This is an optimization exercise on Yosys and OpenROAD, whose aim is small area, not a production implementation.
Function was checked by simulation only, so behaviour that the tests miss may differ from the original.
No activity file was given, so power comes from the tool's default toggle rates. The flow treats the clock pin as an ideal source, which a real chip does not have.

wip/raven:
## node
module node(clk, rst, textfile, keyword, data_wr, key_en, result);
clock: 10.0 ns
lec_check: 0
cap_margin: 20
core_margin: 2
core_utilization: 70
slew_margin: 20
synth_memory_max_bits: 8192
standard.sh (not shown) runs the stock make flow with config.mk's settings and CLKGATE_MAP_FILE= SYNTH_SCRIPT=/design/flow/synth_recipe.tcl, a recipe that flattens the netlist after the stock synthesis.
==> flow/flow/run.sh <==
#!/bin/bash
# Standard ORFS layout with three changes to how it is made:
#  - port buffers use the smallest buffer cell,
#  - buffers inserted by ABC are removed before placement (repair re-adds
#    any that timing or slew needs),
#  - CTS clusters more flip-flops per clock buffer and adds no dummy loads.
set -euo pipefail
export BUFFER_PORTS_ARGS="-buffer_cell sky130_fd_sc_hd__buf_1"
export REMOVE_ABC_BUFFERS=1
export CTS_ARGS="-sink_clustering_enable -repair_clock_nets -sink_clustering_size 32 -sink_clustering_max_diameter 120 -buf_list sky130_fd_sc_hd__clkbuf_16 -dont_use_dummy_load"
bash standard.sh synth > synth.log 2>&1
bash standard.sh finish > layout.log 2>&1
Input-level comparison between wip/umber and wip/raven:
- CORE_UTILIZATION changed from 70 to 85
--- a/flow/flow/run.sh
+++ b/flow/flow/run.sh
@@ -10 +10 @@
-export CTS_ARGS="-sink_clustering_enable -repair_clock_nets -sink_clustering_size 32 -sink_clustering_max_diameter 120 -buf_list sky130_fd_sc_hd__clkbuf_16 -dont_use_dummy_load"
+export CTS_ARGS="-sink_clustering_enable -repair_clock_nets -sink_clustering_size 33 -sink_clustering_max_diameter 120 -buf_list sky130_fd_sc_hd__clkbuf_16 -dont_use_dummy_load"
Notes after the runs:
- wip/raven → wip/umber: power density relative to cell area went up, number of instances resized during post-cts repair did not really move, wire length of the first global-routing pass went up, overall routed net length went up, final total power went up.
- Side by side, switching fraction of total power turned out higher in wip/umber than in wip/raven.
- Instance area after placement: wip/umber vs wip/raven down 63 sq um
- Going from wip/raven to wip/umber, worst relative slew slack grows by 5.2 points.
- On maximum operating frequency, wip/raven tracks wip/umber almost exactly.
Input-level comparison between wip/ember and wip/umber:
- a change of CORE_UTILIZATION from 85 to 70
--- a/flow/flow/run.sh
+++ b/flow/flow/run.sh
@@ -10 +10 @@
-export CTS_ARGS="-sink_clustering_enable -repair_clock_nets -sink_clustering_size 33 -sink_clustering_max_diameter 120 -buf_list sky130_fd_sc_hd__clkbuf_16 -dont_use_dummy_load"
+export CTS_ARGS="-sink_clustering_enable -repair_clock_nets -sink_clustering_size 30 -sink_clustering_max_diameter 120 -buf_list sky130_fd_sc_hd__clkbuf_16 -dont_use_dummy_load"
### Flow results
wip/ember ends up with lower setup skew after layout than wip/umber does. Area of all placed cells without fillers grows slightly when moving from wip/umber to wip/ember. In wip/ember, the global-route usage over all layers came out 17 points below the value in wip/umber. Final-layout fill cell count (wip/ember / wip/umber): 2.5. Relative to wip/umber, the utilization of wip/ember is lower by 16 points. The number of non-clock inverters of wip/umber and that of wip/ember are within noise of each other. Summary of the comparison: power share of the clock group is higher in wip/ember, relative to wip/umber. Compared with wip/umber, in wip/ember final clock period utilization by the worst path about even, area growth from synthesis to layout rose 0.56 points.
Input-level comparison between wip/fjord and wip/ember:
--- a/flow/flow/run.sh
+++ b/flow/flow/run.sh
@@ -10 +10 @@
-export CTS_ARGS="-sink_clustering_enable -repair_clock_nets -sink_clustering_size 30 -sink_clustering_max_diameter 120 -buf_list sky130_fd_sc_hd__clkbuf_16 -dont_use_dummy_load"
+export CTS_ARGS="-sink_clustering_enable -repair_clock_nets -sink_clustering_size 27 -sink_clustering_max_diameter 90 -buf_list sky130_fd_sc_hd__clkbuf_16 -dont_use_dummy_load"
==> notes.md <==
wip/fjord completed every stage of the flow, and the final layout passed the timing, design-rule and antenna checks. Diff wip/ember -> wip/fjord | wire length of the first global-routing pass | increase of about 0.9%. ~same actual slew at the worst max-slew pin in wip/ember and wip/fjord. The count of nets after finishing was comparable across wip/ember and wip/fjord. Part of the total power dissipated in the clock network was lower in wip/ember than in wip/fjord. Summary of wip/fjord over wip/ember: sequential share of layout area dropped 0.22 points, hold slack dropped 0.013 ns, wire length climbed 330 um, global routing usage on met3 climbed 0.76 points, area added between synthesis and finish climbed 0.34 points.
## Diff of input files: wip/tundra against wip/fjord
--- a/flow/flow/run.sh
+++ b/flow/flow/run.sh
@@ -10 +10 @@
-export CTS_ARGS="-sink_clustering_enable -repair_clock_nets -sink_clustering_size 27 -sink_clustering_max_diameter 90 -buf_list sky130_fd_sc_hd__clkbuf_16 -dont_use_dummy_load"
+export CTS_ARGS="-sink_clustering_enable -repair_clock_nets -sink_clustering_size 34 -sink_clustering_max_diameter 110 -buf_list sky130_fd_sc_hd__clkbuf_16 -dont_use_dummy_load"
Notes after the runs:
From wip/fjord to wip/tundra the numbers moved as follows: switching component of the power decreased by 1.6% relative to the old numbers, smallest hold slack went up by 0.019 ns.
Cmp wip/tundra vs wip/fjord: combinational share of power higher in wip/tundra
Per the comparison of wip/tundra with wip/fjord, endpoint required time on the critical path fell by 0.02 ns; wire length fell by 420 um; remaining max-slew budget at the tightest pin fell by 0.90 points; via count of the first global-routing pass fell by 1.6%.
wip/tundra: areal power density over the cells lower than wip/fjord
As far as count of cells resized by post-cts repair goes, wip/fjord and wip/tundra are indistinguishable; the numbers are identical.

========
Setup of harbor:
node, a different RTL version from the one above (not shown whole).
Size in the first run: ~870 cells after synthesis, about 460 flip-flops, about 100 I/O pins, roughly 15000 um^2 of cells after synthesis.
Settings: LEC_CHECK=0, CAP_MARGIN=20, CORE_MARGIN=2, CORE_UTILIZATION=70, CTS_BUF_LIST=sky130_fd_sc_hd__clkbuf_16, CTS_CLUSTER_DIAMETER=60, CTS_CLUSTER_SIZE=34, SLEW_MARGIN=20, SYNTH_MEMORY_MAX_BITS=8192; clock period 10.0 ns.
run.sh (not shown) runs the stock make flow with config.mk's settings and CLKGATE_MAP_FILE= SYNTH_SCRIPT=/design/flow/synth_recipe.tcl, a recipe that flattens the netlist after the stock synthesis.
Stock flow here: none of the scripts above is used.
harbor has completed all stages; timing, DRC and antenna checks passed.
The following lists how zinc was set up differently from harbor:
Settings: changing CTS_CLUSTER_SIZE from 34 to 24; changing CTS_BUF_LIST from sky130_fd_sc_hd__clkbuf_16 to sky130_fd_sc_hd__clkbuf_8 sky130_fd_sc_hd__clkbuf_16; changing CTS_CLUSTER_DIAMETER from 60 to 100.
Notes after the runs:
On hold slack, zinc does worse than harbor. Routed wire length improves in zinc relative to harbor. harbor → zinc: proportion of cell area occupied by registers has increased; total non-filler cell area in the finished layout has decreased; power has decreased; overall via count from detail_route has decreased; layout overhead on the synthesized area has decreased. harbor tops out at a higher clock frequency than zinc.
The following lists how sierra was set up differently from zinc:
Settings: CTS_CLUSTER_SIZE changed from 24 to 30; CTS_BUF_LIST changed from sky130_fd_sc_hd__clkbuf_8 sky130_fd_sc_hd__clkbuf_16 to sky130_fd_sc_hd__clkbuf_16; CTS_CLUSTER_DIAMETER changed from 100 to 60.
### Flow results
Fmax: sierra vs zinc — no meaningful difference
Summary: with zinc as the reference, final cell area excluding filler cells in sierra moved up slightly.
Cmp sierra vs zinc: clock skew lower in sierra
Between sierra and zinc, the power consumed by combinational cells does not differ in any meaningful way.
Diff sierra..zinc | sequential standard cell area | unchanged
There was hardly any difference in via count of the first global-routing pass between sierra and zinc.
sierra and zinc ended up with roughly the same global-route usage.
--- input diff sierra..yarrow ---
Settings: a deleted CTS_CLUSTER_DIAMETER that had been 60; a deleted CTS_BUF_LIST that had been sky130_fd_sc_hd__clkbuf_16; a deleted CTS_CLUSTER_SIZE that had been 30.
==> flow/flow/run.sh (new file) <==
#!/bin/bash
# Standard ORFS layout with three changes to how it is made:
#  - port buffers use the smallest buffer cell,
#  - buffers inserted by ABC are removed before placement (repair re-adds
#    any that timing or slew needs),
#  - CTS clusters more flip-flops per clock buffer and adds no dummy loads.
set -euo pipefail
export BUFFER_PORTS_ARGS="-buffer_cell sky130_fd_sc_hd__buf_1"
export REMOVE_ABC_BUFFERS=1
export CTS_ARGS="-sink_clustering_enable -repair_clock_nets -sink_clustering_size 34 -sink_clustering_max_diameter 60 -buf_list sky130_fd_sc_hd__clkbuf_16 -dont_use_dummy_load"
bash standard.sh synth > synth.log 2>&1
bash standard.sh finish > layout.log 2>&1
==> flow/standard.sh (new file) <==
#!/bin/bash
# synth_recipe.tcl (not shown) runs the flow's synth.tcl, then flattens the netlist and writes it again
# the make line also repeats each setting of config.mk as NAME=value (left out here)
make -C /OpenROAD-flow-scripts/flow DESIGN_CONFIG=/design/flow/config.mk WORK_HOME=/design/flow/orfs CLKGATE_MAP_FILE= SYNTH_SCRIPT=/design/flow/synth_recipe.tcl "${@:-finish}"
removed: flow/run.sh
Findings:
Diff sierra -> yarrow | placer's final routability congestion estimate | up by a few percent. In yarrow the relative contribution of the clock network to total power turned out 3.0 points lower than in sierra. Sort sierra and yarrow by fraction of met1 tracks used by global routing, ascending, and yarrow comes first. Compared with sierra, in yarrow smallest setup slack after layout picked up an extra 0.22 ns, total routed wirelength lost 1.4%, total number of vias lost about 1.4%. The estimated power of yarrow ends up lower than the estimate for sierra. Highest clock rate (sierra / yarrow): 0.946.

========
node, a different RTL version from the one above (not shown whole).
Size in the first run: ~100 I/O pins, about 14,000 sq um of cells after synthesis.
Design node, start of the top module:
module node(clk, rst, textfile, keyword, data_wr, key_en, result);
==> flow/config.mk <==
export PLATFORM = sky130hd
export DESIGN_NAME = node
export DESIGN_NICKNAME = node
export VERILOG_FILES = /design/flow/design.v
export SDC_FILE = /design/flow/constraint.sdc
export NUM_CORES = 4
export LEC_CHECK = 0
export CAP_MARGIN = 20
export CORE_MARGIN = 2
export CORE_UTILIZATION = 70
export SLEW_MARGIN = 20
export SYNTH_MEMORY_MAX_BITS = 8192
==> flow/constraint.sdc <==
create_clock -name core_clock -period 10.0 [get_ports {clk}]
set_input_delay 2.0000 -clock core_clock [delete_from_list [all_inputs] [get_ports {clk}]]
set_output_delay 2.0000 -clock core_clock [all_outputs]
set_load 0.01 [all_outputs]
standard.sh (not shown) runs the stock make flow with config.mk's settings and CLKGATE_MAP_FILE= SYNTH_SCRIPT=/design/flow/synth_recipe.tcl, a recipe that flattens the netlist after the stock synthesis.
==> flow/flow/run.sh <==
#!/bin/bash
# Standard ORFS layout with these changes to how it is made:
#  - port buffers use the smallest buffer cell,
#  - buffers inserted by ABC are removed before placement (repair re-adds
#    any that timing or slew needs),
#  - CTS clusters more flip-flops per clock buffer, uses small buffers above
#    the leaf level and adds no dummy loads,
#  - the constant outputs share the tie cell synthesis made.
set -euo pipefail
export BUFFER_PORTS_ARGS="-buffer_cell sky130_fd_sc_hd__buf_1"
export REMOVE_ABC_BUFFERS=1
export SKIP_REPAIR_TIE_FANOUT=1
export CTS_ARGS="-sink_clustering_enable -repair_clock_nets -sink_clustering_size 32 -sink_clustering_max_diameter 120 -buf_list {sky130_fd_sc_hd__clkbuf_4 sky130_fd_sc_hd__clkbuf_16} -sink_clustering_buffer sky130_fd_sc_hd__clkbuf_16 -root_buf sky130_fd_sc_hd__clkbuf_4 -tree_buf sky130_fd_sc_hd__clkbuf_4 -dont_use_dummy_load"
bash standard.sh synth > synth.log 2>&1
bash standard.sh finish > layout.log 2>&1
The starting point went through all stages and came out clean.
Next try:
==> flow/flow/run.sh (replaced) <==
#!/bin/bash
# Standard ORFS layout with these changes to how it is made:
#  - port buffers use the smallest buffer cell,
#  - buffers inserted by ABC are removed before placement (repair re-adds
#    any that timing or slew needs),
#  - CTS clusters more flip-flops per clock buffer and adds no dummy loads,
#  - the constant outputs share the tie cell synthesis made.
set -euo pipefail
export BUFFER_PORTS_ARGS="-buffer_cell sky130_fd_sc_hd__buf_1"
export REMOVE_ABC_BUFFERS=1
export SKIP_REPAIR_TIE_FANOUT=1
export CTS_ARGS="-sink_clustering_enable -repair_clock_nets -sink_clustering_size 33 -sink_clustering_max_diameter 80 -buf_list sky130_fd_sc_hd__clkbuf_16 -dont_use_dummy_load"
bash standard.sh synth > synth.log 2>&1
bash standard.sh finish > layout.log 2>&1
--- a/flow/config.mk
+++ b/flow/config.mk
@@ -8,5 +8,6 @@
 export CAP_MARGIN = 20
 export CORE_MARGIN = 2
-export CORE_UTILIZATION = 70
+export CORE_UTILIZATION = 80
+export PLACE_DENSITY = 0.92
 export SLEW_MARGIN = 20
 export SYNTH_MEMORY_MAX_BITS = 8192
=>
- The changed run passed the timing, design-rule and antenna checks
- die area is lower by roughly a tenth
- final area hardly moves
- final cell count drops by a few percent
- via count grows by a few percent
- sequential share of layout area grows by 0.14 points
- area after synthesis stays the same
- worst setup slack got worse by 0.37 ns
- worst hold slack improved by 0.040 ns
- register-to-register slack is about the same
- sequential power barely changes
Next try:
--- a/flow/flow/run.sh
+++ b/flow/flow/run.sh
@@ -10,5 +10,5 @@
 export REMOVE_ABC_BUFFERS=1
 export SKIP_REPAIR_TIE_FANOUT=1
-export CTS_ARGS="-sink_clustering_enable -repair_clock_nets -sink_clustering_size 33 -sink_clustering_max_diameter 80 -buf_list sky130_fd_sc_hd__clkbuf_16 -dont_use_dummy_load"
+export CTS_ARGS="-sink_clustering_enable -repair_clock_nets -sink_clustering_size 32 -sink_clustering_max_diameter 120 -buf_list sky130_fd_sc_hd__clkbuf_16 -dont_use_dummy_load"
 bash standard.sh synth > synth.log 2>&1
 bash standard.sh finish > layout.log 2>&1
--- a/flow/config.mk
+++ b/flow/config.mk
@@ -8,6 +8,5 @@
 export CAP_MARGIN = 20
 export CORE_MARGIN = 2
-export CORE_UTILIZATION = 80
-export PLACE_DENSITY = 0.92
+export CORE_UTILIZATION = 70
 export SLEW_MARGIN = 20
 export SYNTH_MEMORY_MAX_BITS = 8192
- sequential power barely changes
- global-route usage came out lower by 6.0 points
- synthesized cell count is unchanged
- total power came out lower by 0.89%
- die area came out higher by 14%
- routed wire length came out lower by 11%
- worst setup slack gets better by 0.17 ns
- clock-buffer cell count came out higher by 1
Next try:
==> flow/run.sh (new file) <==
#!/bin/bash
# synth_recipe.tcl (not shown) runs the flow's synth.tcl, then flattens the netlist and writes it again
# the make line also repeats each setting of config.mk as NAME=value (left out here)
make -C /OpenROAD-flow-scripts/flow DESIGN_CONFIG=/design/flow/config.mk WORK_HOME=/design/flow/orfs CLKGATE_MAP_FILE= SYNTH_SCRIPT=/design/flow/synth_recipe.tcl finish
--- a/flow/config.mk
+++ b/flow/config.mk
@@ -9,4 +9,7 @@
 export CORE_MARGIN = 2
 export CORE_UTILIZATION = 70
+export CTS_BUF_LIST = sky130_fd_sc_hd__clkbuf_16
+export CTS_CLUSTER_DIAMETER = 120
+export CTS_CLUSTER_SIZE = 32
 export SLEW_MARGIN = 20
 export SYNTH_MEMORY_MAX_BITS = 8192
removed: flow/flow/run.sh
removed: flow/standard.sh
The changed run completed without violations.
Die area stays the same.
Via count came out higher by 2.6%.
Register-to-register slack got worse by 0.02 ns.
Next try:
==> flow/flow/run.sh (new file) <==
#!/bin/bash
# Standard ORFS layout with these changes to how it is made:
#  - port buffers use the smallest buffer cell,
#  - buffers inserted by ABC are removed before placement (repair re-adds
#    any that timing or slew needs),
#  - CTS clusters more flip-flops per clock buffer, uses small buffers above
#    the leaf level and adds no dummy loads,
#  - the constant outputs share the tie cell synthesis made.
set -euo pipefail
export BUFFER_PORTS_ARGS="-buffer_cell sky130_fd_sc_hd__buf_1"
export REMOVE_ABC_BUFFERS=1
export SKIP_REPAIR_TIE_FANOUT=1
export CTS_ARGS="-sink_clustering_enable -repair_clock_nets -sink_clustering_size 33 -sink_clustering_max_diameter 80 -buf_list {sky130_fd_sc_hd__clkbuf_4 sky130_fd_sc_hd__clkbuf_16} -sink_clustering_buffer sky130_fd_sc_hd__clkbuf_16 -root_buf sky130_fd_sc_hd__clkbuf_4 -tree_buf sky130_fd_sc_hd__clkbuf_4 -dont_use_dummy_load"
bash standard.sh synth > synth.log 2>&1
bash standard.sh finish > layout.log 2>&1
==> flow/standard.sh (new file) <==
#!/bin/bash
# synth_recipe.tcl (not shown) runs the flow's synth.tcl, then flattens the netlist and writes it again
# the make line also repeats each setting of config.mk as NAME=value (left out here)
make -C /OpenROAD-flow-scripts/flow DESIGN_CONFIG=/design/flow/config.mk WORK_HOME=/design/flow/orfs CLKGATE_MAP_FILE= SYNTH_SCRIPT=/design/flow/synth_recipe.tcl "${@:-finish}"
--- a/flow/config.mk
+++ b/flow/config.mk
@@ -8,8 +8,6 @@
 export CAP_MARGIN = 20
 export CORE_MARGIN = 2
-export CORE_UTILIZATION = 70
-export CTS_BUF_LIST = sky130_fd_sc_hd__clkbuf_16
-export CTS_CLUSTER_DIAMETER = 120
-export CTS_CLUSTER_SIZE = 32
+export CORE_UTILIZATION = 80
+export PLACE_DENSITY = 0.92
 export SLEW_MARGIN = 20
 export SYNTH_MEMORY_MAX_BITS = 8192
removed: flow/run.sh
Effect:
- cell area is lower by 4.8%
- power is lower by 2.6%
- register-to-register slack improves by 0.06 ns
- area after synthesis is unchanged
- sequential power barely changes
- cell count came out lower by 5.5%
- clock power fell by 13%
- worst hold slack gets worse by 0.068 ns
- count of clock-buffer cells in the layout drops by 2

-- port drivers added, routing unchanged --
No port has a modelled driver above. Below, the same layouts with a new extraction and two added sets of constraints. Step 1, drivers: a clkbuf_16 drives clk and a buf_2 each remaining input, both assumed. Step 2 adds t to the input delays and takes it off the output delays; t is the mean of the earliest and latest rising clock arrival at the registers after step 1. Input paths then give back, and output paths get back, about the clock's delay inside the block. a / b / c = ideal ports / drivers / drivers and shift; a / b = the first two.
run | t (ns) | slack for setup (ns) | worst data-port slew with drivers (ns) | pins driven straight from the clock port
wip/raven | 0.556 | 5.961 / 5.984 / 5.427 | 0.04 | 1
wip/umber | 0.545 | 5.962 / 5.980 / 5.434 | 0.06 | 1
wip/ember | 0.569 | 5.948 / 5.969 / 5.401 | 0.04 | 1
wip/fjord | 0.547 | 5.966 / 5.985 / 5.437 | 0.04 | 1
wip/tundra | 0.542 | 5.931 / 5.948 / 5.406 | 0.04 | 1
harbor | 0.589 | 5.987 / 6.006 / 5.417 | 0.04 | 1
zinc | 0.581 | 5.971 / 5.994 / 5.413 | 0.04 | 1
sierra | 0.590 | 5.983 / 6.005 / 5.415 | 0.04 | 1
yarrow | 0.566 | 6.199 / 6.218 / 5.652 | 0.04 | 1
the first run of note 3 | 0.758 | 6.261 / 6.280 / 5.522 | 0.04 | 1
the second run of note 3 | 0.558 | 5.894 / 5.914 / 5.356 | 0.05 | 1
the third run of note 3 | 0.551 | 6.060 / 6.082 / 5.531 | 0.04 | 1
the fourth run of note 3 | 0.561 | 5.715 / 5.725 / 5.164 | 0.05 | 1
the fifth run of note 3 | 0.756 | 6.105 / 6.128 / 5.371 | 0.04 | 1
After both steps setup and hold are still met in every run listed. The setup slack of the first run of note 3, which loses most, moves by +0.019 ns with the drivers and by -0.739 ns with both steps.
